This design comes from an exercise in tuning for small area, a short achievable clock period and few clock cycles per item on the open sky130 flow, not from production work.
RTL that was checked went through simulation tests only; none was proved equivalent to the original.
Function not checked in run 1: the RTL went through the layout flow alone.
Power figures rest on the tool's default switching activity, not on a simulated workload.

==> flow/design.v, too long to show whole: its modules and the start of the top module <==
// module aes_sbox_n: 141 lines
// module subbytes: 18 lines
// module shiftrows_addkey: 134 lines
// module mixcolumns_addkey: 593 lines
// module g_xor2: 1 lines
// module g_xnor2: 1 lines
// module g_nand2: 1 lines
// module g_nor2: 1 lines
// module g_nand2b: 1 lines
// module g_mux2i: 1 lines
// module mux128_n: 135 lines
// module aes_inmux: 272 lines
// module aes_datapath: 12 lines
// module key_expansion: 280 lines
// module key_sbox: 6 lines
// module aes_controller: 14 lines
// module aes_top: 45 lines
module aes_top (
    input          clk,
    input          rst_n,
    input          start,
    input  [127:0] plaintext,
    input  [127:0] cipher_key,
    output [127:0] ciphertext,
    output         done
);
  // ...
==> flow/flow/run.sh <==
#!/bin/bash
# The standard layout (standard.sh), with smaller port buffers: every input
# and output port still gets its own buffer, but a buf_1 instead of the
# default clkdlybuf4s50_1.
set -euo pipefail
bash standard.sh "BUFFER_PORTS_ARGS=-buffer_cell sky130_fd_sc_hd__buf_1" finish > layout.log 2>&1
==> flow/standard.sh <==
#!/bin/bash
# synth_recipe.tcl (not shown) runs the flow's synth.tcl, then flattens the netlist and writes it again
# the make line also repeats each setting of config.mk as NAME=value (left out here)
make -C /OpenROAD-flow-scripts/flow DESIGN_CONFIG=/design/flow/config.mk WORK_HOME=/design/flow/orfs CLKGATE_MAP_FILE= SYNTH_SCRIPT=/design/flow/synth_recipe.tcl "${@:-finish}"
==> flow/config.mk <==
export PLATFORM = sky130hd
export DESIGN_NAME = aes_top
export DESIGN_NICKNAME = aes_top
export VERILOG_FILES = /design/flow/design.v
export SDC_FILE = /design/flow/constraint.sdc
export NUM_CORES = 8
export LEC_CHECK = 0
export ABC_AREA = 0
export CAP_MARGIN = 20
export CORE_MARGIN = 2
export CORE_UTILIZATION = 40
export SETUP_SLACK_MARGIN = 0.5
export SLEW_MARGIN = 20
export SYNTH_HIERARCHICAL = 1
export SYNTH_MINIMUM_KEEP_SIZE = 0
==> flow/constraint.sdc <==
create_clock -name core_clock -period 7.0 [get_ports {clk}]
set_input_delay 1.4000 -clock core_clock [delete_from_list [all_inputs] [get_ports {clk}]]
set_output_delay 1.4000 -clock core_clock [all_outputs]
set_load 0.01 [all_outputs]
==> flow_summary_export.csv, run 1 <==
group,metric,value,unit
logic_synthesis,syn_area,36760,um^2
timing,slew_viol_final,0,
place,post-place-ws,0.04392,ns
run_status,outcome,"complete, no violations",
layout,multi_input_cells,3912,
layout,seq_cells,266,
global_route,grt_pass1_wl,194600,um
timing,finalCritPeriodShare,89.16,%
detailed_routing,wl_per_cell,22.66,um
power,powerDensity,83.85,nW/um^2
layout,buf_share,6.458,%
power,switching_share,25.00,%
logic_synthesis,yosysTopAreaCell,"xor2_1",
detailed_routing,remaining_drc_errors,0,
detailed_routing,wl_met1,61650,um
detailed_routing,drt_iter0_drc,2049,
layout,stdcell_area,44790,um^2
logic_synthesis,avgSynthCellArea,8.793,um^2
min_path,min_to,"rc[6]$_DFF_PN0_",
power,p_clk_share,54.1,%
power,maxPowerGroup,"the clock network",
setup_path,r2r_setup_slack,0.76,ns
layout,regArea,5385,um^2
clocking,cts-root-buf,"clkbuf_16",
timing,hold_ws,0.5910,ns
global_route,antenna_found_initial,1,
power,peakVddDrop,0.0001289,V
layout,layout_commonest_cell,"xor2_1",
logic_synthesis,ys.flop_type,"dfxtp_1",
logic_synthesis,synth_cell_types,18,
timing,finalWorstSetupSlack,0.7585,ns
place,portBuffers,387,
clocking,cts.clk_slew.worst_paths,0.07,ns
layout,multi_input_area_share,75.37,%
floorplanning,die-area,94350,um^2
layout,nNonClkBuffers,569,
clocking,clkLatencyLatePin,0.57,ns
==> module key_expansion, before the edit <==
module key_expansion(
    input [127:0] kin_n,
    input [31:0] s,
    input [7:0] rc,
    output [127:0] k_next
);
  wire k1, k2, k3, k4, k5, k6, k7, k8, k9, k10, k11, k12, k13, k14, k15, k16;
  wire k17, k18, k19, k20, k21, k22, k23, k24, k25, k26, k27, k28, k29, k30, k31, k32;
  wire k33, k34, k35, k36, k37, k38, k39, k40, k41, k42, k43, k44, k45, k46, k47, k48;
  wire k49, k50, k51, k52, k53, k54, k55, k56, k57, k58, k59, k60, k61, k62, k63, k64;
  wire k65, k66, k67, k68, k69, k70, k71, k72, k73, k74, k75, k76, k77, k78, k79, k80;
  wire k81, k82, k83, k84, k85, k86, k87, k88, k89, k90, k91, k92, k93, k94, k95, k96;
  wire k97, k98, k99, k100, k101, k102, k103, k104, k105, k106, k107, k108, k109, k110, k111, k112;
  wire k113, k114, k115, k116, k117, k118, k119, k120, k121, k122, k123, k124, k125, k126, k127, k128;
  wire k129, k130, k131, k132, k133, k134, k135, k136;
  g_xnor2 uk1 (.a(kin_n[120]), .b(rc[0]), .y(k1));
  g_xnor2 uk2 (.a(kin_n[121]), .b(rc[1]), .y(k2));
  g_xnor2 uk3 (.a(kin_n[122]), .b(rc[2]), .y(k3));
  g_xnor2 uk4 (.a(kin_n[123]), .b(rc[3]), .y(k4));
  g_xnor2 uk5 (.a(kin_n[124]), .b(rc[4]), .y(k5));
  g_xnor2 uk6 (.a(kin_n[125]), .b(rc[5]), .y(k6));
  g_xnor2 uk7 (.a(kin_n[126]), .b(rc[6]), .y(k7));
  g_xnor2 uk8 (.a(kin_n[127]), .b(rc[7]), .y(k8));
  g_xor2 uk9 (.a(kin_n[96]), .b(kin_n[64]), .y(k9));
  g_xor2 uk10 (.a(kin_n[97]), .b(kin_n[65]), .y(k10));
  g_xor2 uk11 (.a(kin_n[98]), .b(kin_n[66]), .y(k11));
  g_xor2 uk12 (.a(kin_n[99]), .b(kin_n[67]), .y(k12));
  g_xor2 uk13 (.a(kin_n[100]), .b(kin_n[68]), .y(k13));
  g_xor2 uk14 (.a(kin_n[101]), .b(kin_n[69]), .y(k14));
  g_xor2 uk15 (.a(kin_n[102]), .b(kin_n[70]), .y(k15));
  g_xor2 uk16 (.a(kin_n[103]), .b(kin_n[71]), .y(k16));
  g_xor2 uk17 (.a(kin_n[104]), .b(kin_n[72]), .y(k17));
  g_xor2 uk18 (.a(kin_n[105]), .b(kin_n[73]), .y(k18));
  g_xor2 uk19 (.a(kin_n[106]), .b(kin_n[74]), .y(k19));
  g_xor2 uk20 (.a(kin_n[107]), .b(kin_n[75]), .y(k20));
  g_xor2 uk21 (.a(kin_n[108]), .b(kin_n[76]), .y(k21));
  g_xor2 uk22 (.a(kin_n[109]), .b(kin_n[77]), .y(k22));
  g_xor2 uk23 (.a(kin_n[110]), .b(kin_n[78]), .y(k23));
  g_xor2 uk24 (.a(kin_n[111]), .b(kin_n[79]), .y(k24));
  g_xor2 uk25 (.a(kin_n[112]), .b(kin_n[80]), .y(k25));
  g_xor2 uk26 (.a(kin_n[113]), .b(kin_n[81]), .y(k26));
  g_xor2 uk27 (.a(kin_n[114]), .b(kin_n[82]), .y(k27));
  g_xor2 uk28 (.a(kin_n[115]), .b(kin_n[83]), .y(k28));
  g_xor2 uk29 (.a(kin_n[116]), .b(kin_n[84]), .y(k29));
  g_xor2 uk30 (.a(kin_n[117]), .b(kin_n[85]), .y(k30));
  g_xor2 uk31 (.a(kin_n[118]), .b(kin_n[86]), .y(k31));
  g_xor2 uk32 (.a(kin_n[119]), .b(kin_n[87]), .y(k32));
  g_xnor2 uk33 (.a(k1), .b(kin_n[88]), .y(k33));
  g_xnor2 uk34 (.a(k2), .b(kin_n[89]), .y(k34));
  g_xnor2 uk35 (.a(k3), .b(kin_n[90]), .y(k35));
  g_xnor2 uk36 (.a(k4), .b(kin_n[91]), .y(k36));
  g_xnor2 uk37 (.a(k5), .b(kin_n[92]), .y(k37));
  g_xnor2 uk38 (.a(k6), .b(kin_n[93]), .y(k38));
  g_xnor2 uk39 (.a(k7), .b(kin_n[94]), .y(k39));
  g_xnor2 uk40 (.a(k8), .b(kin_n[95]), .y(k40));
  g_xor2 uk41 (.a(kin_n[32]), .b(kin_n[0]), .y(k41));
  g_xor2 uk42 (.a(kin_n[33]), .b(kin_n[1]), .y(k42));
  g_xor2 uk43 (.a(kin_n[34]), .b(kin_n[2]), .y(k43));
  g_xor2 uk44 (.a(kin_n[35]), .b(kin_n[3]), .y(k44));
  g_xor2 uk45 (.a(kin_n[36]), .b(kin_n[4]), .y(k45));
  g_xor2 uk46 (.a(kin_n[37]), .b(kin_n[5]), .y(k46));
  g_xor2 uk47 (.a(kin_n[38]), .b(kin_n[6]), .y(k47));
  g_xor2 uk48 (.a(kin_n[39]), .b(kin_n[7]), .y(k48));
  g_xor2 uk49 (.a(kin_n[40]), .b(kin_n[8]), .y(k49));
  g_xor2 uk50 (.a(kin_n[41]), .b(kin_n[9]), .y(k50));
  g_xor2 uk51 (.a(kin_n[42]), .b(kin_n[10]), .y(k51));
  g_xor2 uk52 (.a(kin_n[43]), .b(kin_n[11]), .y(k52));
  g_xor2 uk53 (.a(kin_n[44]), .b(kin_n[12]), .y(k53));
  g_xor2 uk54 (.a(kin_n[45]), .b(kin_n[13]), .y(k54));
  g_xor2 uk55 (.a(kin_n[46]), .b(kin_n[14]), .y(k55));
  g_xor2 uk56 (.a(kin_n[47]), .b(kin_n[15]), .y(k56));
  g_xor2 uk57 (.a(kin_n[48]), .b(kin_n[16]), .y(k57));
  g_xor2 uk58 (.a(kin_n[49]), .b(kin_n[17]), .y(k58));
  g_xor2 uk59 (.a(kin_n[50]), .b(kin_n[18]), .y(k59));
  g_xor2 uk60 (.a(kin_n[51]), .b(kin_n[19]), .y(k60));
  g_xor2 uk61 (.a(kin_n[52]), .b(kin_n[20]), .y(k61));
  g_xor2 uk62 (.a(kin_n[53]), .b(kin_n[21]), .y(k62));
  g_xor2 uk63 (.a(kin_n[54]), .b(kin_n[22]), .y(k63));
  g_xor2 uk64 (.a(kin_n[55]), .b(kin_n[23]), .y(k64));
  g_xor2 uk65 (.a(kin_n[56]), .b(kin_n[24]), .y(k65));
  g_xor2 uk66 (.a(kin_n[57]), .b(kin_n[25]), .y(k66));
  g_xor2 uk67 (.a(kin_n[58]), .b(kin_n[26]), .y(k67));
  g_xor2 uk68 (.a(kin_n[59]), .b(kin_n[27]), .y(k68));
  g_xor2 uk69 (.a(kin_n[60]), .b(kin_n[28]), .y(k69));
  g_xor2 uk70 (.a(kin_n[61]), .b(kin_n[29]), .y(k70));
  g_xor2 uk71 (.a(kin_n[62]), .b(kin_n[30]), .y(k71));
  g_xor2 uk72 (.a(kin_n[63]), .b(kin_n[31]), .y(k72));
  g_xnor2 uk73 (.a(kin_n[32]), .b(s[0]), .y(k73));
  g_xnor2 uk74 (.a(kin_n[33]), .b(s[1]), .y(k74));
  g_xnor2 uk75 (.a(kin_n[34]), .b(s[2]), .y(k75));
  g_xnor2 uk76 (.a(kin_n[35]), .b(s[3]), .y(k76));
  g_xnor2 uk77 (.a(kin_n[36]), .b(s[4]), .y(k77));
  g_xnor2 uk78 (.a(kin_n[37]), .b(s[5]), .y(k78));
  g_xnor2 uk79 (.a(kin_n[38]), .b(s[6]), .y(k79));
  g_xnor2 uk80 (.a(kin_n[39]), .b(s[7]), .y(k80));
  g_xnor2 uk81 (.a(kin_n[40]), .b(s[8]), .y(k81));
  g_xnor2 uk82 (.a(kin_n[41]), .b(s[9]), .y(k82));
  g_xnor2 uk83 (.a(kin_n[42]), .b(s[10]), .y(k83));
  g_xnor2 uk84 (.a(kin_n[43]), .b(s[11]), .y(k84));
  g_xnor2 uk85 (.a(kin_n[44]), .b(s[12]), .y(k85));
  g_xnor2 uk86 (.a(kin_n[45]), .b(s[13]), .y(k86));
  g_xnor2 uk87 (.a(kin_n[46]), .b(s[14]), .y(k87));
  g_xnor2 uk88 (.a(kin_n[47]), .b(s[15]), .y(k88));
  g_xnor2 uk89 (.a(kin_n[48]), .b(s[16]), .y(k89));
  g_xnor2 uk90 (.a(kin_n[49]), .b(s[17]), .y(k90));
  g_xnor2 uk91 (.a(kin_n[50]), .b(s[18]), .y(k91));
  g_xnor2 uk92 (.a(kin_n[51]), .b(s[19]), .y(k92));
  g_xnor2 uk93 (.a(kin_n[52]), .b(s[20]), .y(k93));
  g_xnor2 uk94 (.a(kin_n[53]), .b(s[21]), .y(k94));
  g_xnor2 uk95 (.a(kin_n[54]), .b(s[22]), .y(k95));
  g_xnor2 uk96 (.a(kin_n[55]), .b(s[23]), .y(k96));
  g_xnor2 uk97 (.a(kin_n[56]), .b(s[24]), .y(k97));
  g_xnor2 uk98 (.a(kin_n[57]), .b(s[25]), .y(k98));
  g_xnor2 uk99 (.a(kin_n[58]), .b(s[26]), .y(k99));
  g_xnor2 uk100 (.a(kin_n[59]), .b(s[27]), .y(k100));
  g_xnor2 uk101 (.a(kin_n[60]), .b(s[28]), .y(k101));
  g_xnor2 uk102 (.a(kin_n[61]), .b(s[29]), .y(k102));
  g_xnor2 uk103 (.a(kin_n[62]), .b(s[30]), .y(k103));
  g_xnor2 uk104 (.a(kin_n[63]), .b(s[31]), .y(k104));
  g_xor2 uk105 (.a(k41), .b(s[0]), .y(k105));
  g_xor2 uk106 (.a(k42), .b(s[1]), .y(k106));
  g_xor2 uk107 (.a(k43), .b(s[2]), .y(k107));
  g_xor2 uk108 (.a(k44), .b(s[3]), .y(k108));
  g_xor2 uk109 (.a(k45), .b(s[4]), .y(k109));
  g_xor2 uk110 (.a(k46), .b(s[5]), .y(k110));
  g_xor2 uk111 (.a(k47), .b(s[6]), .y(k111));
  g_xor2 uk112 (.a(k48), .b(s[7]), .y(k112));
  g_xor2 uk113 (.a(k49), .b(s[8]), .y(k113));
  g_xor2 uk114 (.a(k50), .b(s[9]), .y(k114));
  g_xor2 uk115 (.a(k51), .b(s[10]), .y(k115));
  g_xor2 uk116 (.a(k52), .b(s[11]), .y(k116));
  g_xor2 uk117 (.a(k53), .b(s[12]), .y(k117));
  g_xor2 uk118 (.a(k54), .b(s[13]), .y(k118));
  g_xor2 uk119 (.a(k55), .b(s[14]), .y(k119));
  g_xor2 uk120 (.a(k56), .b(s[15]), .y(k120));
  g_xor2 uk121 (.a(k57), .b(s[16]), .y(k121));
  g_xor2 uk122 (.a(k58), .b(s[17]), .y(k122));
  g_xor2 uk123 (.a(k59), .b(s[18]), .y(k123));
  g_xor2 uk124 (.a(k60), .b(s[19]), .y(k124));
  g_xor2 uk125 (.a(k61), .b(s[20]), .y(k125));
  g_xor2 uk126 (.a(k62), .b(s[21]), .y(k126));
  g_xor2 uk127 (.a(k63), .b(s[22]), .y(k127));
  g_xor2 uk128 (.a(k64), .b(s[23]), .y(k128));
  g_xor2 uk129 (.a(k65), .b(s[24]), .y(k129));
  g_xor2 uk130 (.a(k66), .b(s[25]), .y(k130));
  g_xor2 uk131 (.a(k67), .b(s[26]), .y(k131));
  g_xor2 uk132 (.a(k68), .b(s[27]), .y(k132));
  g_xor2 uk133 (.a(k69), .b(s[28]), .y(k133));
  g_xor2 uk134 (.a(k70), .b(s[29]), .y(k134));
  g_xor2 uk135 (.a(k71), .b(s[30]), .y(k135));
  g_xor2 uk136 (.a(k72), .b(s[31]), .y(k136));
  g_xnor2 uk137 (.a(kin_n[96]), .b(s[0]), .y(k_next[96]));
  g_xnor2 uk138 (.a(kin_n[97]), .b(s[1]), .y(k_next[97]));
  g_xnor2 uk139 (.a(kin_n[98]), .b(s[2]), .y(k_next[98]));
  g_xnor2 uk140 (.a(kin_n[99]), .b(s[3]), .y(k_next[99]));
  g_xnor2 uk141 (.a(kin_n[100]), .b(s[4]), .y(k_next[100]));
  g_xnor2 uk142 (.a(kin_n[101]), .b(s[5]), .y(k_next[101]));
  g_xnor2 uk143 (.a(kin_n[102]), .b(s[6]), .y(k_next[102]));
  g_xnor2 uk144 (.a(kin_n[103]), .b(s[7]), .y(k_next[103]));
  g_xnor2 uk145 (.a(kin_n[104]), .b(s[8]), .y(k_next[104]));
  g_xnor2 uk146 (.a(kin_n[105]), .b(s[9]), .y(k_next[105]));
  g_xnor2 uk147 (.a(kin_n[106]), .b(s[10]), .y(k_next[106]));
  g_xnor2 uk148 (.a(kin_n[107]), .b(s[11]), .y(k_next[107]));
  g_xnor2 uk149 (.a(kin_n[108]), .b(s[12]), .y(k_next[108]));
  g_xnor2 uk150 (.a(kin_n[109]), .b(s[13]), .y(k_next[109]));
  g_xnor2 uk151 (.a(kin_n[110]), .b(s[14]), .y(k_next[110]));
  g_xnor2 uk152 (.a(kin_n[111]), .b(s[15]), .y(k_next[111]));
  g_xnor2 uk153 (.a(kin_n[112]), .b(s[16]), .y(k_next[112]));
  g_xnor2 uk154 (.a(kin_n[113]), .b(s[17]), .y(k_next[113]));
  g_xnor2 uk155 (.a(kin_n[114]), .b(s[18]), .y(k_next[114]));
  g_xnor2 uk156 (.a(kin_n[115]), .b(s[19]), .y(k_next[115]));
  g_xnor2 uk157 (.a(kin_n[116]), .b(s[20]), .y(k_next[116]));
  g_xnor2 uk158 (.a(kin_n[117]), .b(s[21]), .y(k_next[117]));
  g_xnor2 uk159 (.a(kin_n[118]), .b(s[22]), .y(k_next[118]));
  g_xnor2 uk160 (.a(kin_n[119]), .b(s[23]), .y(k_next[119]));
  g_xor2 uk161 (.a(k1), .b(s[24]), .y(k_next[120]));
  g_xor2 uk162 (.a(k2), .b(s[25]), .y(k_next[121]));
  g_xor2 uk163 (.a(k3), .b(s[26]), .y(k_next[122]));
  g_xor2 uk164 (.a(k4), .b(s[27]), .y(k_next[123]));
  g_xor2 uk165 (.a(k5), .b(s[28]), .y(k_next[124]));
  g_xor2 uk166 (.a(k6), .b(s[29]), .y(k_next[125]));
  g_xor2 uk167 (.a(k7), .b(s[30]), .y(k_next[126]));
  g_xor2 uk168 (.a(k8), .b(s[31]), .y(k_next[127]));
  g_xor2 uk169 (.a(k9), .b(s[0]), .y(k_next[64]));
  g_xor2 uk170 (.a(k10), .b(s[1]), .y(k_next[65]));
  g_xor2 uk171 (.a(k11), .b(s[2]), .y(k_next[66]));
  g_xor2 uk172 (.a(k12), .b(s[3]), .y(k_next[67]));
  g_xor2 uk173 (.a(k13), .b(s[4]), .y(k_next[68]));
  g_xor2 uk174 (.a(k14), .b(s[5]), .y(k_next[69]));
  g_xor2 uk175 (.a(k15), .b(s[6]), .y(k_next[70]));
  g_xor2 uk176 (.a(k16), .b(s[7]), .y(k_next[71]));
  g_xor2 uk177 (.a(k17), .b(s[8]), .y(k_next[72]));
  g_xor2 uk178 (.a(k18), .b(s[9]), .y(k_next[73]));
  g_xor2 uk179 (.a(k19), .b(s[10]), .y(k_next[74]));
  g_xor2 uk180 (.a(k20), .b(s[11]), .y(k_next[75]));
  g_xor2 uk181 (.a(k21), .b(s[12]), .y(k_next[76]));
  g_xor2 uk182 (.a(k22), .b(s[13]), .y(k_next[77]));
  g_xor2 uk183 (.a(k23), .b(s[14]), .y(k_next[78]));
  g_xor2 uk184 (.a(k24), .b(s[15]), .y(k_next[79]));
  g_xor2 uk185 (.a(k25), .b(s[16]), .y(k_next[80]));
  g_xor2 uk186 (.a(k26), .b(s[17]), .y(k_next[81]));
  g_xor2 uk187 (.a(k27), .b(s[18]), .y(k_next[82]));
  g_xor2 uk188 (.a(k28), .b(s[19]), .y(k_next[83]));
  g_xor2 uk189 (.a(k29), .b(s[20]), .y(k_next[84]));
  g_xor2 uk190 (.a(k30), .b(s[21]), .y(k_next[85]));
  g_xor2 uk191 (.a(k31), .b(s[22]), .y(k_next[86]));
  g_xor2 uk192 (.a(k32), .b(s[23]), .y(k_next[87]));
  g_xor2 uk193 (.a(k33), .b(s[24]), .y(k_next[88]));
  g_xor2 uk194 (.a(k34), .b(s[25]), .y(k_next[89]));
  g_xor2 uk195 (.a(k35), .b(s[26]), .y(k_next[90]));
  g_xor2 uk196 (.a(k36), .b(s[27]), .y(k_next[91]));
  g_xor2 uk197 (.a(k37), .b(s[28]), .y(k_next[92]));
  g_xor2 uk198 (.a(k38), .b(s[29]), .y(k_next[93]));
  g_xor2 uk199 (.a(k39), .b(s[30]), .y(k_next[94]));
  g_xor2 uk200 (.a(k40), .b(s[31]), .y(k_next[95]));
  g_xor2 uk201 (.a(k9), .b(k73), .y(k_next[32]));
  g_xor2 uk202 (.a(k10), .b(k74), .y(k_next[33]));
  g_xor2 uk203 (.a(k11), .b(k75), .y(k_next[34]));
  g_xor2 uk204 (.a(k12), .b(k76), .y(k_next[35]));
  g_xor2 uk205 (.a(k13), .b(k77), .y(k_next[36]));
  g_xor2 uk206 (.a(k14), .b(k78), .y(k_next[37]));
  g_xor2 uk207 (.a(k15), .b(k79), .y(k_next[38]));
  g_xor2 uk208 (.a(k16), .b(k80), .y(k_next[39]));
  g_xor2 uk209 (.a(k17), .b(k81), .y(k_next[40]));
  g_xor2 uk210 (.a(k18), .b(k82), .y(k_next[41]));
  g_xor2 uk211 (.a(k19), .b(k83), .y(k_next[42]));
  g_xor2 uk212 (.a(k20), .b(k84), .y(k_next[43]));
  g_xor2 uk213 (.a(k21), .b(k85), .y(k_next[44]));
  g_xor2 uk214 (.a(k22), .b(k86), .y(k_next[45]));
  g_xor2 uk215 (.a(k23), .b(k87), .y(k_next[46]));
  g_xor2 uk216 (.a(k24), .b(k88), .y(k_next[47]));
  g_xor2 uk217 (.a(k25), .b(k89), .y(k_next[48]));
  g_xor2 uk218 (.a(k26), .b(k90), .y(k_next[49]));
  g_xor2 uk219 (.a(k27), .b(k91), .y(k_next[50]));
  g_xor2 uk220 (.a(k28), .b(k92), .y(k_next[51]));
  g_xor2 uk221 (.a(k29), .b(k93), .y(k_next[52]));
  g_xor2 uk222 (.a(k30), .b(k94), .y(k_next[53]));
  g_xor2 uk223 (.a(k31), .b(k95), .y(k_next[54]));
  g_xor2 uk224 (.a(k32), .b(k96), .y(k_next[55]));
  g_xor2 uk225 (.a(k33), .b(k97), .y(k_next[56]));
  g_xor2 uk226 (.a(k34), .b(k98), .y(k_next[57]));
  g_xor2 uk227 (.a(k35), .b(k99), .y(k_next[58]));
  g_xor2 uk228 (.a(k36), .b(k100), .y(k_next[59]));
  g_xor2 uk229 (.a(k37), .b(k101), .y(k_next[60]));
  g_xor2 uk230 (.a(k38), .b(k102), .y(k_next[61]));
  g_xor2 uk231 (.a(k39), .b(k103), .y(k_next[62]));
  g_xor2 uk232 (.a(k40), .b(k104), .y(k_next[63]));
  g_xor2 uk233 (.a(k9), .b(k105), .y(k_next[0]));
  g_xor2 uk234 (.a(k10), .b(k106), .y(k_next[1]));
  g_xor2 uk235 (.a(k11), .b(k107), .y(k_next[2]));
  g_xor2 uk236 (.a(k12), .b(k108), .y(k_next[3]));
  g_xor2 uk237 (.a(k13), .b(k109), .y(k_next[4]));
  g_xor2 uk238 (.a(k14), .b(k110), .y(k_next[5]));
  g_xor2 uk239 (.a(k15), .b(k111), .y(k_next[6]));
  g_xor2 uk240 (.a(k16), .b(k112), .y(k_next[7]));
  g_xor2 uk241 (.a(k17), .b(k113), .y(k_next[8]));
  g_xor2 uk242 (.a(k18), .b(k114), .y(k_next[9]));
  g_xor2 uk243 (.a(k19), .b(k115), .y(k_next[10]));
  g_xor2 uk244 (.a(k20), .b(k116), .y(k_next[11]));
  g_xor2 uk245 (.a(k21), .b(k117), .y(k_next[12]));
  g_xor2 uk246 (.a(k22), .b(k118), .y(k_next[13]));
  g_xor2 uk247 (.a(k23), .b(k119), .y(k_next[14]));
  g_xor2 uk248 (.a(k24), .b(k120), .y(k_next[15]));
  g_xor2 uk249 (.a(k25), .b(k121), .y(k_next[16]));
  g_xor2 uk250 (.a(k26), .b(k122), .y(k_next[17]));
  g_xor2 uk251 (.a(k27), .b(k123), .y(k_next[18]));
  g_xor2 uk252 (.a(k28), .b(k124), .y(k_next[19]));
  g_xor2 uk253 (.a(k29), .b(k125), .y(k_next[20]));
  g_xor2 uk254 (.a(k30), .b(k126), .y(k_next[21]));
  g_xor2 uk255 (.a(k31), .b(k127), .y(k_next[22]));
  g_xor2 uk256 (.a(k32), .b(k128), .y(k_next[23]));
  g_xor2 uk257 (.a(k33), .b(k129), .y(k_next[24]));
  g_xor2 uk258 (.a(k34), .b(k130), .y(k_next[25]));
  g_xor2 uk259 (.a(k35), .b(k131), .y(k_next[26]));
  g_xor2 uk260 (.a(k36), .b(k132), .y(k_next[27]));
  g_xor2 uk261 (.a(k37), .b(k133), .y(k_next[28]));
  g_xor2 uk262 (.a(k38), .b(k134), .y(k_next[29]));
  g_xor2 uk263 (.a(k39), .b(k135), .y(k_next[30]));
  g_xor2 uk264 (.a(k40), .b(k136), .y(k_next[31]));
endmodule
==> inputs of run 2 (changes only) <==
--- a/flow/design.v
+++ b/flow/design.v
@@ -1323,5 +1323,3 @@
   wire k81, k82, k83, k84, k85, k86, k87, k88, k89, k90, k91, k92, k93, k94, k95, k96;
-  wire k97, k98, k99, k100, k101, k102, k103, k104, k105, k106, k107, k108, k109, k110, k111, k112;
-  wire k113, k114, k115, k116, k117, k118, k119, k120, k121, k122, k123, k124, k125, k126, k127, k128;
-  wire k129, k130, k131, k132, k133, k134, k135, k136;
+  wire k97, k98, k99, k100, k101, k102, k103, k104;
   g_xnor2 uk1 (.a(kin_n[120]), .b(rc[0]), .y(k1));
@@ -1366,226 +1364,194 @@
   g_xnor2 uk40 (.a(k8), .b(kin_n[95]), .y(k40));
-  g_xor2 uk41 (.a(kin_n[32]), .b(kin_n[0]), .y(k41));
-  g_xor2 uk42 (.a(kin_n[33]), .b(kin_n[1]), .y(k42));
-  g_xor2 uk43 (.a(kin_n[34]), .b(kin_n[2]), .y(k43));
-  g_xor2 uk44 (.a(kin_n[35]), .b(kin_n[3]), .y(k44));
-  g_xor2 uk45 (.a(kin_n[36]), .b(kin_n[4]), .y(k45));
-  g_xor2 uk46 (.a(kin_n[37]), .b(kin_n[5]), .y(k46));
-  g_xor2 uk47 (.a(kin_n[38]), .b(kin_n[6]), .y(k47));
-  g_xor2 uk48 (.a(kin_n[39]), .b(kin_n[7]), .y(k48));
-  g_xor2 uk49 (.a(kin_n[40]), .b(kin_n[8]), .y(k49));
-  g_xor2 uk50 (.a(kin_n[41]), .b(kin_n[9]), .y(k50));
-  g_xor2 uk51 (.a(kin_n[42]), .b(kin_n[10]), .y(k51));
-  g_xor2 uk52 (.a(kin_n[43]), .b(kin_n[11]), .y(k52));
-  g_xor2 uk53 (.a(kin_n[44]), .b(kin_n[12]), .y(k53));
-  g_xor2 uk54 (.a(kin_n[45]), .b(kin_n[13]), .y(k54));
-  g_xor2 uk55 (.a(kin_n[46]), .b(kin_n[14]), .y(k55));
-  g_xor2 uk56 (.a(kin_n[47]), .b(kin_n[15]), .y(k56));
-  g_xor2 uk57 (.a(kin_n[48]), .b(kin_n[16]), .y(k57));
-  g_xor2 uk58 (.a(kin_n[49]), .b(kin_n[17]), .y(k58));
-  g_xor2 uk59 (.a(kin_n[50]), .b(kin_n[18]), .y(k59));
-  g_xor2 uk60 (.a(kin_n[51]), .b(kin_n[19]), .y(k60));
-  g_xor2 uk61 (.a(kin_n[52]), .b(kin_n[20]), .y(k61));
-  g_xor2 uk62 (.a(kin_n[53]), .b(kin_n[21]), .y(k62));
-  g_xor2 uk63 (.a(kin_n[54]), .b(kin_n[22]), .y(k63));
-  g_xor2 uk64 (.a(kin_n[55]), .b(kin_n[23]), .y(k64));
-  g_xor2 uk65 (.a(kin_n[56]), .b(kin_n[24]), .y(k65));
-  g_xor2 uk66 (.a(kin_n[57]), .b(kin_n[25]), .y(k66));
-  g_xor2 uk67 (.a(kin_n[58]), .b(kin_n[26]), .y(k67));
-  g_xor2 uk68 (.a(kin_n[59]), .b(kin_n[27]), .y(k68));
-  g_xor2 uk69 (.a(kin_n[60]), .b(kin_n[28]), .y(k69));
-  g_xor2 uk70 (.a(kin_n[61]), .b(kin_n[29]), .y(k70));
-  g_xor2 uk71 (.a(kin_n[62]), .b(kin_n[30]), .y(k71));
-  g_xor2 uk72 (.a(kin_n[63]), .b(kin_n[31]), .y(k72));
-  g_xnor2 uk73 (.a(kin_n[32]), .b(s[0]), .y(k73));
-  g_xnor2 uk74 (.a(kin_n[33]), .b(s[1]), .y(k74));
-  g_xnor2 uk75 (.a(kin_n[34]), .b(s[2]), .y(k75));
-  g_xnor2 uk76 (.a(kin_n[35]), .b(s[3]), .y(k76));
-  g_xnor2 uk77 (.a(kin_n[36]), .b(s[4]), .y(k77));
-  g_xnor2 uk78 (.a(kin_n[37]), .b(s[5]), .y(k78));
-  g_xnor2 uk79 (.a(kin_n[38]), .b(s[6]), .y(k79));
-  g_xnor2 uk80 (.a(kin_n[39]), .b(s[7]), .y(k80));
-  g_xnor2 uk81 (.a(kin_n[40]), .b(s[8]), .y(k81));
-  g_xnor2 uk82 (.a(kin_n[41]), .b(s[9]), .y(k82));
-  g_xnor2 uk83 (.a(kin_n[42]), .b(s[10]), .y(k83));
-  g_xnor2 uk84 (.a(kin_n[43]), .b(s[11]), .y(k84));
-  g_xnor2 uk85 (.a(kin_n[44]), .b(s[12]), .y(k85));
-  g_xnor2 uk86 (.a(kin_n[45]), .b(s[13]), .y(k86));
-  g_xnor2 uk87 (.a(kin_n[46]), .b(s[14]), .y(k87));
-  g_xnor2 uk88 (.a(kin_n[47]), .b(s[15]), .y(k88));
-  g_xnor2 uk89 (.a(kin_n[48]), .b(s[16]), .y(k89));
-  g_xnor2 uk90 (.a(kin_n[49]), .b(s[17]), .y(k90));
-  g_xnor2 uk91 (.a(kin_n[50]), .b(s[18]), .y(k91));
-  g_xnor2 uk92 (.a(kin_n[51]), .b(s[19]), .y(k92));
-  g_xnor2 uk93 (.a(kin_n[52]), .b(s[20]), .y(k93));
-  g_xnor2 uk94 (.a(kin_n[53]), .b(s[21]), .y(k94));
-  g_xnor2 uk95 (.a(kin_n[54]), .b(s[22]), .y(k95));
-  g_xnor2 uk96 (.a(kin_n[55]), .b(s[23]), .y(k96));
-  g_xnor2 uk97 (.a(kin_n[56]), .b(s[24]), .y(k97));
-  g_xnor2 uk98 (.a(kin_n[57]), .b(s[25]), .y(k98));
-  g_xnor2 uk99 (.a(kin_n[58]), .b(s[26]), .y(k99));
-  g_xnor2 uk100 (.a(kin_n[59]), .b(s[27]), .y(k100));
-  g_xnor2 uk101 (.a(kin_n[60]), .b(s[28]), .y(k101));
-  g_xnor2 uk102 (.a(kin_n[61]), .b(s[29]), .y(k102));
-  g_xnor2 uk103 (.a(kin_n[62]), .b(s[30]), .y(k103));
-  g_xnor2 uk104 (.a(kin_n[63]), .b(s[31]), .y(k104));
-  g_xor2 uk105 (.a(k41), .b(s[0]), .y(k105));
-  g_xor2 uk106 (.a(k42), .b(s[1]), .y(k106));
-  g_xor2 uk107 (.a(k43), .b(s[2]), .y(k107));
-  g_xor2 uk108 (.a(k44), .b(s[3]), .y(k108));
-  g_xor2 uk109 (.a(k45), .b(s[4]), .y(k109));
-  g_xor2 uk110 (.a(k46), .b(s[5]), .y(k110));
-  g_xor2 uk111 (.a(k47), .b(s[6]), .y(k111));
-  g_xor2 uk112 (.a(k48), .b(s[7]), .y(k112));
-  g_xor2 uk113 (.a(k49), .b(s[8]), .y(k113));
-  g_xor2 uk114 (.a(k50), .b(s[9]), .y(k114));
-  g_xor2 uk115 (.a(k51), .b(s[10]), .y(k115));
-  g_xor2 uk116 (.a(k52), .b(s[11]), .y(k116));
-  g_xor2 uk117 (.a(k53), .b(s[12]), .y(k117));
-  g_xor2 uk118 (.a(k54), .b(s[13]), .y(k118));
-  g_xor2 uk119 (.a(k55), .b(s[14]), .y(k119));
-  g_xor2 uk120 (.a(k56), .b(s[15]), .y(k120));
-  g_xor2 uk121 (.a(k57), .b(s[16]), .y(k121));
-  g_xor2 uk122 (.a(k58), .b(s[17]), .y(k122));
-  g_xor2 uk123 (.a(k59), .b(s[18]), .y(k123));
-  g_xor2 uk124 (.a(k60), .b(s[19]), .y(k124));
-  g_xor2 uk125 (.a(k61), .b(s[20]), .y(k125));
-  g_xor2 uk126 (.a(k62), .b(s[21]), .y(k126));
-  g_xor2 uk127 (.a(k63), .b(s[22]), .y(k127));
-  g_xor2 uk128 (.a(k64), .b(s[23]), .y(k128));
-  g_xor2 uk129 (.a(k65), .b(s[24]), .y(k129));
-  g_xor2 uk130 (.a(k66), .b(s[25]), .y(k130));
-  g_xor2 uk131 (.a(k67), .b(s[26]), .y(k131));
-  g_xor2 uk132 (.a(k68), .b(s[27]), .y(k132));
-  g_xor2 uk133 (.a(k69), .b(s[28]), .y(k133));
-  g_xor2 uk134 (.a(k70), .b(s[29]), .y(k134));
-  g_xor2 uk135 (.a(k71), .b(s[30]), .y(k135));
-  g_xor2 uk136 (.a(k72), .b(s[31]), .y(k136));
-  g_xnor2 uk137 (.a(kin_n[96]), .b(s[0]), .y(k_next[96]));
-  g_xnor2 uk138 (.a(kin_n[97]), .b(s[1]), .y(k_next[97]));
-  g_xnor2 uk139 (.a(kin_n[98]), .b(s[2]), .y(k_next[98]));
-  g_xnor2 uk140 (.a(kin_n[99]), .b(s[3]), .y(k_next[99]));
-  g_xnor2 uk141 (.a(kin_n[100]), .b(s[4]), .y(k_next[100]));
-  g_xnor2 uk142 (.a(kin_n[101]), .b(s[5]), .y(k_next[101]));
-  g_xnor2 uk143 (.a(kin_n[102]), .b(s[6]), .y(k_next[102]));
-  g_xnor2 uk144 (.a(kin_n[103]), .b(s[7]), .y(k_next[103]));
-  g_xnor2 uk145 (.a(kin_n[104]), .b(s[8]), .y(k_next[104]));
-  g_xnor2 uk146 (.a(kin_n[105]), .b(s[9]), .y(k_next[105]));
-  g_xnor2 uk147 (.a(kin_n[106]), .b(s[10]), .y(k_next[106]));
-  g_xnor2 uk148 (.a(kin_n[107]), .b(s[11]), .y(k_next[107]));
-  g_xnor2 uk149 (.a(kin_n[108]), .b(s[12]), .y(k_next[108]));
-  g_xnor2 uk150 (.a(kin_n[109]), .b(s[13]), .y(k_next[109]));
-  g_xnor2 uk151 (.a(kin_n[110]), .b(s[14]), .y(k_next[110]));
-  g_xnor2 uk152 (.a(kin_n[111]), .b(s[15]), .y(k_next[111]));
-  g_xnor2 uk153 (.a(kin_n[112]), .b(s[16]), .y(k_next[112]));
-  g_xnor2 uk154 (.a(kin_n[113]), .b(s[17]), .y(k_next[113]));
-  g_xnor2 uk155 (.a(kin_n[114]), .b(s[18]), .y(k_next[114]));
-  g_xnor2 uk156 (.a(kin_n[115]), .b(s[19]), .y(k_next[115]));
-  g_xnor2 uk157 (.a(kin_n[116]), .b(s[20]), .y(k_next[116]));
-  g_xnor2 uk158 (.a(kin_n[117]), .b(s[21]), .y(k_next[117]));
-  g_xnor2 uk159 (.a(kin_n[118]), .b(s[22]), .y(k_next[118]));
-  g_xnor2 uk160 (.a(kin_n[119]), .b(s[23]), .y(k_next[119]));
-  g_xor2 uk161 (.a(k1), .b(s[24]), .y(k_next[120]));
-  g_xor2 uk162 (.a(k2), .b(s[25]), .y(k_next[121]));
-  g_xor2 uk163 (.a(k3), .b(s[26]), .y(k_next[122]));
-  g_xor2 uk164 (.a(k4), .b(s[27]), .y(k_next[123]));
-  g_xor2 uk165 (.a(k5), .b(s[28]), .y(k_next[124]));
-  g_xor2 uk166 (.a(k6), .b(s[29]), .y(k_next[125]));
-  g_xor2 uk167 (.a(k7), .b(s[30]), .y(k_next[126]));
-  g_xor2 uk168 (.a(k8), .b(s[31]), .y(k_next[127]));
-  g_xor2 uk169 (.a(k9), .b(s[0]), .y(k_next[64]));
-  g_xor2 uk170 (.a(k10), .b(s[1]), .y(k_next[65]));
-  g_xor2 uk171 (.a(k11), .b(s[2]), .y(k_next[66]));
-  g_xor2 uk172 (.a(k12), .b(s[3]), .y(k_next[67]));
-  g_xor2 uk173 (.a(k13), .b(s[4]), .y(k_next[68]));
-  g_xor2 uk174 (.a(k14), .b(s[5]), .y(k_next[69]));
-  g_xor2 uk175 (.a(k15), .b(s[6]), .y(k_next[70]));
-  g_xor2 uk176 (.a(k16), .b(s[7]), .y(k_next[71]));
-  g_xor2 uk177 (.a(k17), .b(s[8]), .y(k_next[72]));
-  g_xor2 uk178 (.a(k18), .b(s[9]), .y(k_next[73]));
-  g_xor2 uk179 (.a(k19), .b(s[10]), .y(k_next[74]));
-  g_xor2 uk180 (.a(k20), .b(s[11]), .y(k_next[75]));
-  g_xor2 uk181 (.a(k21), .b(s[12]), .y(k_next[76]));
-  g_xor2 uk182 (.a(k22), .b(s[13]), .y(k_next[77]));
-  g_xor2 uk183 (.a(k23), .b(s[14]), .y(k_next[78]));
-  g_xor2 uk184 (.a(k24), .b(s[15]), .y(k_next[79]));
-  g_xor2 uk185 (.a(k25), .b(s[16]), .y(k_next[80]));
-  g_xor2 uk186 (.a(k26), .b(s[17]), .y(k_next[81]));
-  g_xor2 uk187 (.a(k27), .b(s[18]), .y(k_next[82]));
-  g_xor2 uk188 (.a(k28), .b(s[19]), .y(k_next[83]));
-  g_xor2 uk189 (.a(k29), .b(s[20]), .y(k_next[84]));
-  g_xor2 uk190 (.a(k30), .b(s[21]), .y(k_next[85]));
-  g_xor2 uk191 (.a(k31), .b(s[22]), .y(k_next[86]));
-  g_xor2 uk192 (.a(k32), .b(s[23]), .y(k_next[87]));
-  g_xor2 uk193 (.a(k33), .b(s[24]), .y(k_next[88]));
-  g_xor2 uk194 (.a(k34), .b(s[25]), .y(k_next[89]));
-  g_xor2 uk195 (.a(k35), .b(s[26]), .y(k_next[90]));
-  g_xor2 uk196 (.a(k36), .b(s[27]), .y(k_next[91]));
-  g_xor2 uk197 (.a(k37), .b(s[28]), .y(k_next[92]));
-  g_xor2 uk198 (.a(k38), .b(s[29]), .y(k_next[93]));
-  g_xor2 uk199 (.a(k39), .b(s[30]), .y(k_next[94]));
-  g_xor2 uk200 (.a(k40), .b(s[31]), .y(k_next[95]));
-  g_xor2 uk201 (.a(k9), .b(k73), .y(k_next[32]));
-  g_xor2 uk202 (.a(k10), .b(k74), .y(k_next[33]));
-  g_xor2 uk203 (.a(k11), .b(k75), .y(k_next[34]));
-  g_xor2 uk204 (.a(k12), .b(k76), .y(k_next[35]));
-  g_xor2 uk205 (.a(k13), .b(k77), .y(k_next[36]));
-  g_xor2 uk206 (.a(k14), .b(k78), .y(k_next[37]));
-  g_xor2 uk207 (.a(k15), .b(k79), .y(k_next[38]));
-  g_xor2 uk208 (.a(k16), .b(k80), .y(k_next[39]));
-  g_xor2 uk209 (.a(k17), .b(k81), .y(k_next[40]));
-  g_xor2 uk210 (.a(k18), .b(k82), .y(k_next[41]));
-  g_xor2 uk211 (.a(k19), .b(k83), .y(k_next[42]));
-  g_xor2 uk212 (.a(k20), .b(k84), .y(k_next[43]));
-  g_xor2 uk213 (.a(k21), .b(k85), .y(k_next[44]));
-  g_xor2 uk214 (.a(k22), .b(k86), .y(k_next[45]));
-  g_xor2 uk215 (.a(k23), .b(k87), .y(k_next[46]));
-  g_xor2 uk216 (.a(k24), .b(k88), .y(k_next[47]));
-  g_xor2 uk217 (.a(k25), .b(k89), .y(k_next[48]));
-  g_xor2 uk218 (.a(k26), .b(k90), .y(k_next[49]));
-  g_xor2 uk219 (.a(k27), .b(k91), .y(k_next[50]));
-  g_xor2 uk220 (.a(k28), .b(k92), .y(k_next[51]));
-  g_xor2 uk221 (.a(k29), .b(k93), .y(k_next[52]));
-  g_xor2 uk222 (.a(k30), .b(k94), .y(k_next[53]));
-  g_xor2 uk223 (.a(k31), .b(k95), .y(k_next[54]));
-  g_xor2 uk224 (.a(k32), .b(k96), .y(k_next[55]));
-  g_xor2 uk225 (.a(k33), .b(k97), .y(k_next[56]));
-  g_xor2 uk226 (.a(k34), .b(k98), .y(k_next[57]));
-  g_xor2 uk227 (.a(k35), .b(k99), .y(k_next[58]));
-  g_xor2 uk228 (.a(k36), .b(k100), .y(k_next[59]));
-  g_xor2 uk229 (.a(k37), .b(k101), .y(k_next[60]));
-  g_xor2 uk230 (.a(k38), .b(k102), .y(k_next[61]));
-  g_xor2 uk231 (.a(k39), .b(k103), .y(k_next[62]));
-  g_xor2 uk232 (.a(k40), .b(k104), .y(k_next[63]));
-  g_xor2 uk233 (.a(k9), .b(k105), .y(k_next[0]));
-  g_xor2 uk234 (.a(k10), .b(k106), .y(k_next[1]));
-  g_xor2 uk235 (.a(k11), .b(k107), .y(k_next[2]));
-  g_xor2 uk236 (.a(k12), .b(k108), .y(k_next[3]));
-  g_xor2 uk237 (.a(k13), .b(k109), .y(k_next[4]));
-  g_xor2 uk238 (.a(k14), .b(k110), .y(k_next[5]));
-  g_xor2 uk239 (.a(k15), .b(k111), .y(k_next[6]));
-  g_xor2 uk240 (.a(k16), .b(k112), .y(k_next[7]));
-  g_xor2 uk241 (.a(k17), .b(k113), .y(k_next[8]));
-  g_xor2 uk242 (.a(k18), .b(k114), .y(k_next[9]));
-  g_xor2 uk243 (.a(k19), .b(k115), .y(k_next[10]));
-  g_xor2 uk244 (.a(k20), .b(k116), .y(k_next[11]));
-  g_xor2 uk245 (.a(k21), .b(k117), .y(k_next[12]));
-  g_xor2 uk246 (.a(k22), .b(k118), .y(k_next[13]));
-  g_xor2 uk247 (.a(k23), .b(k119), .y(k_next[14]));
-  g_xor2 uk248 (.a(k24), .b(k120), .y(k_next[15]));
-  g_xor2 uk249 (.a(k25), .b(k121), .y(k_next[16]));
-  g_xor2 uk250 (.a(k26), .b(k122), .y(k_next[17]));
-  g_xor2 uk251 (.a(k27), .b(k123), .y(k_next[18]));
-  g_xor2 uk252 (.a(k28), .b(k124), .y(k_next[19]));
-  g_xor2 uk253 (.a(k29), .b(k125), .y(k_next[20]));
-  g_xor2 uk254 (.a(k30), .b(k126), .y(k_next[21]));
-  g_xor2 uk255 (.a(k31), .b(k127), .y(k_next[22]));
-  g_xor2 uk256 (.a(k32), .b(k128), .y(k_next[23]));
-  g_xor2 uk257 (.a(k33), .b(k129), .y(k_next[24]));
-  g_xor2 uk258 (.a(k34), .b(k130), .y(k_next[25]));
-  g_xor2 uk259 (.a(k35), .b(k131), .y(k_next[26]));
-  g_xor2 uk260 (.a(k36), .b(k132), .y(k_next[27]));
-  g_xor2 uk261 (.a(k37), .b(k133), .y(k_next[28]));
-  g_xor2 uk262 (.a(k38), .b(k134), .y(k_next[29]));
-  g_xor2 uk263 (.a(k39), .b(k135), .y(k_next[30]));
-  g_xor2 uk264 (.a(k40), .b(k136), .y(k_next[31]));
+  g_xnor2 uk41 (.a(k9), .b(kin_n[32]), .y(k41));
+  g_xnor2 uk42 (.a(k10), .b(kin_n[33]), .y(k42));
+  g_xnor2 uk43 (.a(k11), .b(kin_n[34]), .y(k43));
+  g_xnor2 uk44 (.a(k12), .b(kin_n[35]), .y(k44));
+  g_xnor2 uk45 (.a(k13), .b(kin_n[36]), .y(k45));
+  g_xnor2 uk46 (.a(k14), .b(kin_n[37]), .y(k46));
+  g_xnor2 uk47 (.a(k15), .b(kin_n[38]), .y(k47));
+  g_xnor2 uk48 (.a(k16), .b(kin_n[39]), .y(k48));
+  g_xnor2 uk49 (.a(k17), .b(kin_n[40]), .y(k49));
+  g_xnor2 uk50 (.a(k18), .b(kin_n[41]), .y(k50));
+  g_xnor2 uk51 (.a(k19), .b(kin_n[42]), .y(k51));
+  g_xnor2 uk52 (.a(k20), .b(kin_n[43]), .y(k52));
+  g_xnor2 uk53 (.a(k21), .b(kin_n[44]), .y(k53));
+  g_xnor2 uk54 (.a(k22), .b(kin_n[45]), .y(k54));
+  g_xnor2 uk55 (.a(k23), .b(kin_n[46]), .y(k55));
+  g_xnor2 uk56 (.a(k24), .b(kin_n[47]), .y(k56));
+  g_xnor2 uk57 (.a(k25), .b(kin_n[48]), .y(k57));
+  g_xnor2 uk58 (.a(k26), .b(kin_n[49]), .y(k58));
+  g_xnor2 uk59 (.a(k27), .b(kin_n[50]), .y(k59));
+  g_xnor2 uk60 (.a(k28), .b(kin_n[51]), .y(k60));
+  g_xnor2 uk61 (.a(k29), .b(kin_n[52]), .y(k61));
+  g_xnor2 uk62 (.a(k30), .b(kin_n[53]), .y(k62));
+  g_xnor2 uk63 (.a(k31), .b(kin_n[54]), .y(k63));
+  g_xnor2 uk64 (.a(k32), .b(kin_n[55]), .y(k64));
+  g_xnor2 uk65 (.a(k33), .b(kin_n[56]), .y(k65));
+  g_xnor2 uk66 (.a(k34), .b(kin_n[57]), .y(k66));
+  g_xnor2 uk67 (.a(k35), .b(kin_n[58]), .y(k67));
+  g_xnor2 uk68 (.a(k36), .b(kin_n[59]), .y(k68));
+  g_xnor2 uk69 (.a(k37), .b(kin_n[60]), .y(k69));
+  g_xnor2 uk70 (.a(k38), .b(kin_n[61]), .y(k70));
+  g_xnor2 uk71 (.a(k39), .b(kin_n[62]), .y(k71));
+  g_xnor2 uk72 (.a(k40), .b(kin_n[63]), .y(k72));
+  g_xnor2 uk73 (.a(k41), .b(kin_n[0]), .y(k73));
+  g_xnor2 uk74 (.a(k42), .b(kin_n[1]), .y(k74));
+  g_xnor2 uk75 (.a(k43), .b(kin_n[2]), .y(k75));
+  g_xnor2 uk76 (.a(k44), .b(kin_n[3]), .y(k76));
+  g_xnor2 uk77 (.a(k45), .b(kin_n[4]), .y(k77));
+  g_xnor2 uk78 (.a(k46), .b(kin_n[5]), .y(k78));
+  g_xnor2 uk79 (.a(k47), .b(kin_n[6]), .y(k79));
+  g_xnor2 uk80 (.a(k48), .b(kin_n[7]), .y(k80));
+  g_xnor2 uk81 (.a(k49), .b(kin_n[8]), .y(k81));
+  g_xnor2 uk82 (.a(k50), .b(kin_n[9]), .y(k82));
+  g_xnor2 uk83 (.a(k51), .b(kin_n[10]), .y(k83));
+  g_xnor2 uk84 (.a(k52), .b(kin_n[11]), .y(k84));
+  g_xnor2 uk85 (.a(k53), .b(kin_n[12]), .y(k85));
+  g_xnor2 uk86 (.a(k54), .b(kin_n[13]), .y(k86));
+  g_xnor2 uk87 (.a(k55), .b(kin_n[14]), .y(k87));
+  g_xnor2 uk88 (.a(k56), .b(kin_n[15]), .y(k88));
+  g_xnor2 uk89 (.a(k57), .b(kin_n[16]), .y(k89));
+  g_xnor2 uk90 (.a(k58), .b(kin_n[17]), .y(k90));
+  g_xnor2 uk91 (.a(k59), .b(kin_n[18]), .y(k91));
+  g_xnor2 uk92 (.a(k60), .b(kin_n[19]), .y(k92));
+  g_xnor2 uk93 (.a(k61), .b(kin_n[20]), .y(k93));
+  g_xnor2 uk94 (.a(k62), .b(kin_n[21]), .y(k94));
+  g_xnor2 uk95 (.a(k63), .b(kin_n[22]), .y(k95));
+  g_xnor2 uk96 (.a(k64), .b(kin_n[23]), .y(k96));
+  g_xnor2 uk97 (.a(k65), .b(kin_n[24]), .y(k97));
+  g_xnor2 uk98 (.a(k66), .b(kin_n[25]), .y(k98));
+  g_xnor2 uk99 (.a(k67), .b(kin_n[26]), .y(k99));
+  g_xnor2 uk100 (.a(k68), .b(kin_n[27]), .y(k100));
+  g_xnor2 uk101 (.a(k69), .b(kin_n[28]), .y(k101));
+  g_xnor2 uk102 (.a(k70), .b(kin_n[29]), .y(k102));
+  g_xnor2 uk103 (.a(k71), .b(kin_n[30]), .y(k103));
+  g_xnor2 uk104 (.a(k72), .b(kin_n[31]), .y(k104));
+  g_xnor2 uk105 (.a(kin_n[96]), .b(s[0]), .y(k_next[96]));
+  g_xnor2 uk106 (.a(kin_n[97]), .b(s[1]), .y(k_next[97]));
+  g_xnor2 uk107 (.a(kin_n[98]), .b(s[2]), .y(k_next[98]));
+  g_xnor2 uk108 (.a(kin_n[99]), .b(s[3]), .y(k_next[99]));
+  g_xnor2 uk109 (.a(kin_n[100]), .b(s[4]), .y(k_next[100]));
+  g_xnor2 uk110 (.a(kin_n[101]), .b(s[5]), .y(k_next[101]));
+  g_xnor2 uk111 (.a(kin_n[102]), .b(s[6]), .y(k_next[102]));
+  g_xnor2 uk112 (.a(kin_n[103]), .b(s[7]), .y(k_next[103]));
+  g_xnor2 uk113 (.a(kin_n[104]), .b(s[8]), .y(k_next[104]));
+  g_xnor2 uk114 (.a(kin_n[105]), .b(s[9]), .y(k_next[105]));
+  g_xnor2 uk115 (.a(kin_n[106]), .b(s[10]), .y(k_next[106]));
+  g_xnor2 uk116 (.a(kin_n[107]), .b(s[11]), .y(k_next[107]));
+  g_xnor2 uk117 (.a(kin_n[108]), .b(s[12]), .y(k_next[108]));
+  g_xnor2 uk118 (.a(kin_n[109]), .b(s[13]), .y(k_next[109]));
+  g_xnor2 uk119 (.a(kin_n[110]), .b(s[14]), .y(k_next[110]));
+  g_xnor2 uk120 (.a(kin_n[111]), .b(s[15]), .y(k_next[111]));
+  g_xnor2 uk121 (.a(kin_n[112]), .b(s[16]), .y(k_next[112]));
+  g_xnor2 uk122 (.a(kin_n[113]), .b(s[17]), .y(k_next[113]));
+  g_xnor2 uk123 (.a(kin_n[114]), .b(s[18]), .y(k_next[114]));
+  g_xnor2 uk124 (.a(kin_n[115]), .b(s[19]), .y(k_next[115]));
+  g_xnor2 uk125 (.a(kin_n[116]), .b(s[20]), .y(k_next[116]));
+  g_xnor2 uk126 (.a(kin_n[117]), .b(s[21]), .y(k_next[117]));
+  g_xnor2 uk127 (.a(kin_n[118]), .b(s[22]), .y(k_next[118]));
+  g_xnor2 uk128 (.a(kin_n[119]), .b(s[23]), .y(k_next[119]));
+  g_xor2 uk129 (.a(k1), .b(s[24]), .y(k_next[120]));
+  g_xor2 uk130 (.a(k2), .b(s[25]), .y(k_next[121]));
+  g_xor2 uk131 (.a(k3), .b(s[26]), .y(k_next[122]));
+  g_xor2 uk132 (.a(k4), .b(s[27]), .y(k_next[123]));
+  g_xor2 uk133 (.a(k5), .b(s[28]), .y(k_next[124]));
+  g_xor2 uk134 (.a(k6), .b(s[29]), .y(k_next[125]));
+  g_xor2 uk135 (.a(k7), .b(s[30]), .y(k_next[126]));
+  g_xor2 uk136 (.a(k8), .b(s[31]), .y(k_next[127]));
+  g_xor2 uk137 (.a(k9), .b(s[0]), .y(k_next[64]));
+  g_xor2 uk138 (.a(k10), .b(s[1]), .y(k_next[65]));
+  g_xor2 uk139 (.a(k11), .b(s[2]), .y(k_next[66]));
+  g_xor2 uk140 (.a(k12), .b(s[3]), .y(k_next[67]));
+  g_xor2 uk141 (.a(k13), .b(s[4]), .y(k_next[68]));
+  g_xor2 uk142 (.a(k14), .b(s[5]), .y(k_next[69]));
+  g_xor2 uk143 (.a(k15), .b(s[6]), .y(k_next[70]));
+  g_xor2 uk144 (.a(k16), .b(s[7]), .y(k_next[71]));
+  g_xor2 uk145 (.a(k17), .b(s[8]), .y(k_next[72]));
+  g_xor2 uk146 (.a(k18), .b(s[9]), .y(k_next[73]));
+  g_xor2 uk147 (.a(k19), .b(s[10]), .y(k_next[74]));
+  g_xor2 uk148 (.a(k20), .b(s[11]), .y(k_next[75]));
+  g_xor2 uk149 (.a(k21), .b(s[12]), .y(k_next[76]));
+  g_xor2 uk150 (.a(k22), .b(s[13]), .y(k_next[77]));
+  g_xor2 uk151 (.a(k23), .b(s[14]), .y(k_next[78]));
+  g_xor2 uk152 (.a(k24), .b(s[15]), .y(k_next[79]));
+  g_xor2 uk153 (.a(k25), .b(s[16]), .y(k_next[80]));
+  g_xor2 uk154 (.a(k26), .b(s[17]), .y(k_next[81]));
+  g_xor2 uk155 (.a(k27), .b(s[18]), .y(k_next[82]));
+  g_xor2 uk156 (.a(k28), .b(s[19]), .y(k_next[83]));
+  g_xor2 uk157 (.a(k29), .b(s[20]), .y(k_next[84]));
+  g_xor2 uk158 (.a(k30), .b(s[21]), .y(k_next[85]));
+  g_xor2 uk159 (.a(k31), .b(s[22]), .y(k_next[86]));
+  g_xor2 uk160 (.a(k32), .b(s[23]), .y(k_next[87]));
+  g_xor2 uk161 (.a(k33), .b(s[24]), .y(k_next[88]));
+  g_xor2 uk162 (.a(k34), .b(s[25]), .y(k_next[89]));
+  g_xor2 uk163 (.a(k35), .b(s[26]), .y(k_next[90]));
+  g_xor2 uk164 (.a(k36), .b(s[27]), .y(k_next[91]));
+  g_xor2 uk165 (.a(k37), .b(s[28]), .y(k_next[92]));
+  g_xor2 uk166 (.a(k38), .b(s[29]), .y(k_next[93]));
+  g_xor2 uk167 (.a(k39), .b(s[30]), .y(k_next[94]));
+  g_xor2 uk168 (.a(k40), .b(s[31]), .y(k_next[95]));
+  g_xor2 uk169 (.a(k41), .b(s[0]), .y(k_next[32]));
+  g_xor2 uk170 (.a(k42), .b(s[1]), .y(k_next[33]));
+  g_xor2 uk171 (.a(k43), .b(s[2]), .y(k_next[34]));
+  g_xor2 uk172 (.a(k44), .b(s[3]), .y(k_next[35]));
+  g_xor2 uk173 (.a(k45), .b(s[4]), .y(k_next[36]));
+  g_xor2 uk174 (.a(k46), .b(s[5]), .y(k_next[37]));
+  g_xor2 uk175 (.a(k47), .b(s[6]), .y(k_next[38]));
+  g_xor2 uk176 (.a(k48), .b(s[7]), .y(k_next[39]));
+  g_xor2 uk177 (.a(k49), .b(s[8]), .y(k_next[40]));
+  g_xor2 uk178 (.a(k50), .b(s[9]), .y(k_next[41]));
+  g_xor2 uk179 (.a(k51), .b(s[10]), .y(k_next[42]));
+  g_xor2 uk180 (.a(k52), .b(s[11]), .y(k_next[43]));
+  g_xor2 uk181 (.a(k53), .b(s[12]), .y(k_next[44]));
+  g_xor2 uk182 (.a(k54), .b(s[13]), .y(k_next[45]));
+  g_xor2 uk183 (.a(k55), .b(s[14]), .y(k_next[46]));
+  g_xor2 uk184 (.a(k56), .b(s[15]), .y(k_next[47]));
+  g_xor2 uk185 (.a(k57), .b(s[16]), .y(k_next[48]));
+  g_xor2 uk186 (.a(k58), .b(s[17]), .y(k_next[49]));
+  g_xor2 uk187 (.a(k59), .b(s[18]), .y(k_next[50]));
+  g_xor2 uk188 (.a(k60), .b(s[19]), .y(k_next[51]));
+  g_xor2 uk189 (.a(k61), .b(s[20]), .y(k_next[52]));
+  g_xor2 uk190 (.a(k62), .b(s[21]), .y(k_next[53]));
+  g_xor2 uk191 (.a(k63), .b(s[22]), .y(k_next[54]));
+  g_xor2 uk192 (.a(k64), .b(s[23]), .y(k_next[55]));
+  g_xor2 uk193 (.a(k65), .b(s[24]), .y(k_next[56]));
+  g_xor2 uk194 (.a(k66), .b(s[25]), .y(k_next[57]));
+  g_xor2 uk195 (.a(k67), .b(s[26]), .y(k_next[58]));
+  g_xor2 uk196 (.a(k68), .b(s[27]), .y(k_next[59]));
+  g_xor2 uk197 (.a(k69), .b(s[28]), .y(k_next[60]));
+  g_xor2 uk198 (.a(k70), .b(s[29]), .y(k_next[61]));
+  g_xor2 uk199 (.a(k71), .b(s[30]), .y(k_next[62]));
+  g_xor2 uk200 (.a(k72), .b(s[31]), .y(k_next[63]));
+  g_xor2 uk201 (.a(k73), .b(s[0]), .y(k_next[0]));
+  g_xor2 uk202 (.a(k74), .b(s[1]), .y(k_next[1]));
+  g_xor2 uk203 (.a(k75), .b(s[2]), .y(k_next[2]));
+  g_xor2 uk204 (.a(k76), .b(s[3]), .y(k_next[3]));
+  g_xor2 uk205 (.a(k77), .b(s[4]), .y(k_next[4]));
+  g_xor2 uk206 (.a(k78), .b(s[5]), .y(k_next[5]));
+  g_xor2 uk207 (.a(k79), .b(s[6]), .y(k_next[6]));
+  g_xor2 uk208 (.a(k80), .b(s[7]), .y(k_next[7]));
+  g_xor2 uk209 (.a(k81), .b(s[8]), .y(k_next[8]));
+  g_xor2 uk210 (.a(k82), .b(s[9]), .y(k_next[9]));
+  g_xor2 uk211 (.a(k83), .b(s[10]), .y(k_next[10]));
+  g_xor2 uk212 (.a(k84), .b(s[11]), .y(k_next[11]));
+  g_xor2 uk213 (.a(k85), .b(s[12]), .y(k_next[12]));
+  g_xor2 uk214 (.a(k86), .b(s[13]), .y(k_next[13]));
+  g_xor2 uk215 (.a(k87), .b(s[14]), .y(k_next[14]));
+  g_xor2 uk216 (.a(k88), .b(s[15]), .y(k_next[15]));
+  g_xor2 uk217 (.a(k89), .b(s[16]), .y(k_next[16]));
+  g_xor2 uk218 (.a(k90), .b(s[17]), .y(k_next[17]));
+  g_xor2 uk219 (.a(k91), .b(s[18]), .y(k_next[18]));
+  g_xor2 uk220 (.a(k92), .b(s[19]), .y(k_next[19]));
+  g_xor2 uk221 (.a(k93), .b(s[20]), .y(k_next[20]));
+  g_xor2 uk222 (.a(k94), .b(s[21]), .y(k_next[21]));
+  g_xor2 uk223 (.a(k95), .b(s[22]), .y(k_next[22]));
+  g_xor2 uk224 (.a(k96), .b(s[23]), .y(k_next[23]));
+  g_xor2 uk225 (.a(k97), .b(s[24]), .y(k_next[24]));
+  g_xor2 uk226 (.a(k98), .b(s[25]), .y(k_next[25]));
+  g_xor2 uk227 (.a(k99), .b(s[26]), .y(k_next[26]));
+  g_xor2 uk228 (.a(k100), .b(s[27]), .y(k_next[27]));
+  g_xor2 uk229 (.a(k101), .b(s[28]), .y(k_next[28]));
+  g_xor2 uk230 (.a(k102), .b(s[29]), .y(k_next[29]));
+  g_xor2 uk231 (.a(k103), .b(s[30]), .y(k_next[30]));
+  g_xor2 uk232 (.a(k104), .b(s[31]), .y(k_next[31]));
 endmodule
==> flow_summary_export.csv, run 2 <==
group,metric,value,unit
global_route,grt_pass1_wl,197000,um
logic_synthesis,ys_async_sr_fraction,3.759,%
setup_path,cp_max_fo,39,
detailed_routing,wl_per_cell,23.08,um
detailed_routing,remaining_drc_errors,0,
clocking,clkLatencyLatePin,0.58,ns
clocking,cts_tree,"yes",
logic_synthesis,ys.flop_type,"dfxtp_1",
timing,clock.fmax,159.9,MHz
global_route,grt_overflow,0,
layout,syn_to_final_growth,22.57,%
logic_synthesis,syn_area,36480,um^2
setup_path,crit_type,"reg2reg",
detailed_routing,via_per_inst,4.850,
floorplanning,start_util,40.47,%
global_route,first_global_vias,29379,
run_status,outcome,"complete, no violations",
clocking,cts.clk_slew.worst_paths,0.06,ns
clocking,cts.sinks,266,
logic_synthesis,synth_cell_types,18,
place,post-place-ws,0.1034,ns
timing,max_slew.worst_pin.slew,0.9978,ns
layout,layout_common_cells,"2097 x xor2_1, 580 x nand2_1, 564 x xnor2_1",
global_route,track_usage,28.69,%
logic_synthesis,synth-seq-cells,266,
timing,max_slew_margin,31.58,%
floorplanning,ios,388,
power,total_power,3.752,mW
place,portBuffers,387,
timing,slew_viol_final,0,
timing,finalCritPeriodShare,89.35,%
global_route,antenna_found_initial,3,
timing,finalCriticalPeriod,6.254,ns
logic_synthesis,yosysMostFrequentCell,"xor2_1",
clocking,cts_hold_buf,0,
floorplanning,die-area,93640,um^2
logic_synthesis,synthTopCellsByCount,"2264 x xor2_1, 667 x xnor2_1, 600 x nand2_1",
logic_synthesis,avgSynthCellArea,8.793,um^2
timing,setup_viol_count_final,0,
timing,rsz0062_at_grt,"true",
logic_synthesis,synthTopCellsByArea,"xor2_1 54%, xnor2_1 16%, dfxtp_1 14%, mux2i_1 7.0%, nand2_1 6.2%",
detailed_routing,firstDrtPassIters,5,
clocking,ctsLongestPathBuffers,3,
logic_synthesis,synthCells,4149,
logic_synthesis,syn-num-nets,4408,
logic_synthesis,synth_top_area_share,54.35,%
power,peakVddDrop,0.0001333,V
logic_synthesis,ys_warn_count,7,
layout,multiInputGateArea,33410,um^2
clocking,cts-root-buf,"clkbuf_16",
global_route,grt_max_degree,40,
layout,fin_util,49.60,%
logic_synthesis,yosysTopAreaCell,"xor2_1",
setup_path,worstPathArrival,6.76,ns
detailed_routing,drt_iter0_drc,2212,
setup_path,cp-start-kind,"register",
clocking,htree_levels,2,
floorplanning,die_h,306.0,um
layout,regArea,5384,um^2
layout,final_layout_size_suffix_gt1_share,12.39,%
floorplanning,fp-row-count,110,
logic_synthesis,ys_seq_area_share,14.74,%
setup_path,end_kind,"register",
layout,top_regs,"k_q: 128 flops, r_q: 128 flops, rc: 8 flops",
clocking,cts_buffers,36,
timing,finalWorstSetupSlack,0.7456,ns
run,drv_cap,0,
layout,layout_commonest_cell,"xor2_1",
power,powerDensity,83.91,nW/um^2
place,routabilityCongestion,1.010,
timing,hold_ws,0.5792,ns
## run 2: cell types whose count changed in the layout (fill, tap and decap cells not counted), moves of 6 or more
cell,delta
buf_4,+42
clkbuf_1,+6
diode_2,+8
mux2i_1,+7
mux2i_2,-7
xnor2_1,+37
xnor2_2,-6
xor2_1,-58
xor2_2,-8
## run 2: per-module statistics from Yosys, one instance, submodules excluded, a selection
module,cells,flip-flops and latches
aes_controller,19,0
aes_top,266,266
g_mux2i,1,0
g_nand2,1,0
g_nand2b,1,0
g_xnor2,1,0
g_xor2,1,0
## run 2: layout make-up
cell class                      count  area share [%]
Multi-Input combinational cell   3880           74.71
Clock inverter                     15          0.5260
Inverter                            1        0.008394
Antenna cell                        8         0.04477
Sequential cell                   266           12.04
Tap cell                         1176           3.291
Clock buffer                       48           2.252
Timing Repair Buffer              610           7.132
## run 2: cell families (layout without fill, tap and decap cells)
logic type,after synthesis,in the layout,share of synthesized area [%]
XOR/XNOR,2931,2931,70.36
other,0,8,0
buffers and inverters,3,674,0.05142
AND/OR/NAND/NOR,692,692,7.799
AO/OA/AOI/OAI,1,1,0.02059
multiplexers,256,256,7.024
flip-flops,266,266,14.74
## run 2: per-stage QoR
stage / TNS (ns) / instance area (um^2)
floorplan: -44.62 / 38350
global placement: 0 / 42900
detailed placement: 0 / 42900
CTS: 0 / 44190
global route: 0 / 44700
finish: 0 / 44720
## run 2: critical path: stages, from the launching register on
cell     delay [ns]
dfstp_4        0.82
buf_4          0.23
buf_12         0.30
mux2i_4        0.44
xor2_4         0.28
xor2_2         0.36
xor2_1         0.33
xor2_1         0.20
xor2_1         0.24
xor2_1         0.43
xor2_1         0.30
xnor2_1        0.12
xnor2_1        0.47
xor2_1         0.31
xor2_1         0.26
nand2_2        0.14
xnor2_2        0.38
xor2_1         0.32
buf_4          0.20
## run 2: routing by layer
layer	vias to the layer above	global-route usage (%)	routed length [um]
li1	13978	-	-
met1	13977	40.00	63060
met2	1001	45.76	61230
met3	162	3.698	9227
met4	0	9.211	5044
met5	-	0	0
## run 2: timing repair
action / CTS / global route
buffers inserted: 0 / 10
pin swaps: 0 / 6
gates resized for setup: 6 / 65
endpoints found under the setup margin: 37 / 197
gates cloned: 0 / 0
## run 2: path summary, 6_finish.rpt
path | to | depth (start not counted) | slack, ns | from
setup / recovery | r_q[76]$_DFF_P_ | 18 | 0.75 | idle$_DFF_PN1_
hold / removal | rc[5]$_DFF_PN0_ | 1 | 0.58 | rc[4]$_DFF_PN0_
setup reg to reg | r_q[76]$_DFF_P_ | 18 | 0.75 | idle$_DFF_PN1_
hold reg to reg | rc[5]$_DFF_PN0_ | 1 | 0.58 | rc[4]$_DFF_PN0_
max in group asynchronous | rc[5]$_DFF_PN0_ | 1 | 5.80 | rst_n
min in group asynchronous | rc[7]$_DFF_PN0_ | 1 | 0.81 | rst_n
## run 2: where the power goes
| group | internal [mW] | leakage, nW | switching [mW] | total, mW |
|---|---|---|---|---|
| sequential | 1.51 | 2.27 | 0 | 1.51 |
| clock | 1.21 | 0.603 | 0.816 | 2.02 |
| combinational | 0.0691 | 15.6 | 0.146 | 0.216 |
Testbench counts of run 2, summed over its fixed seeds: cycles 5,632, blocks 512.
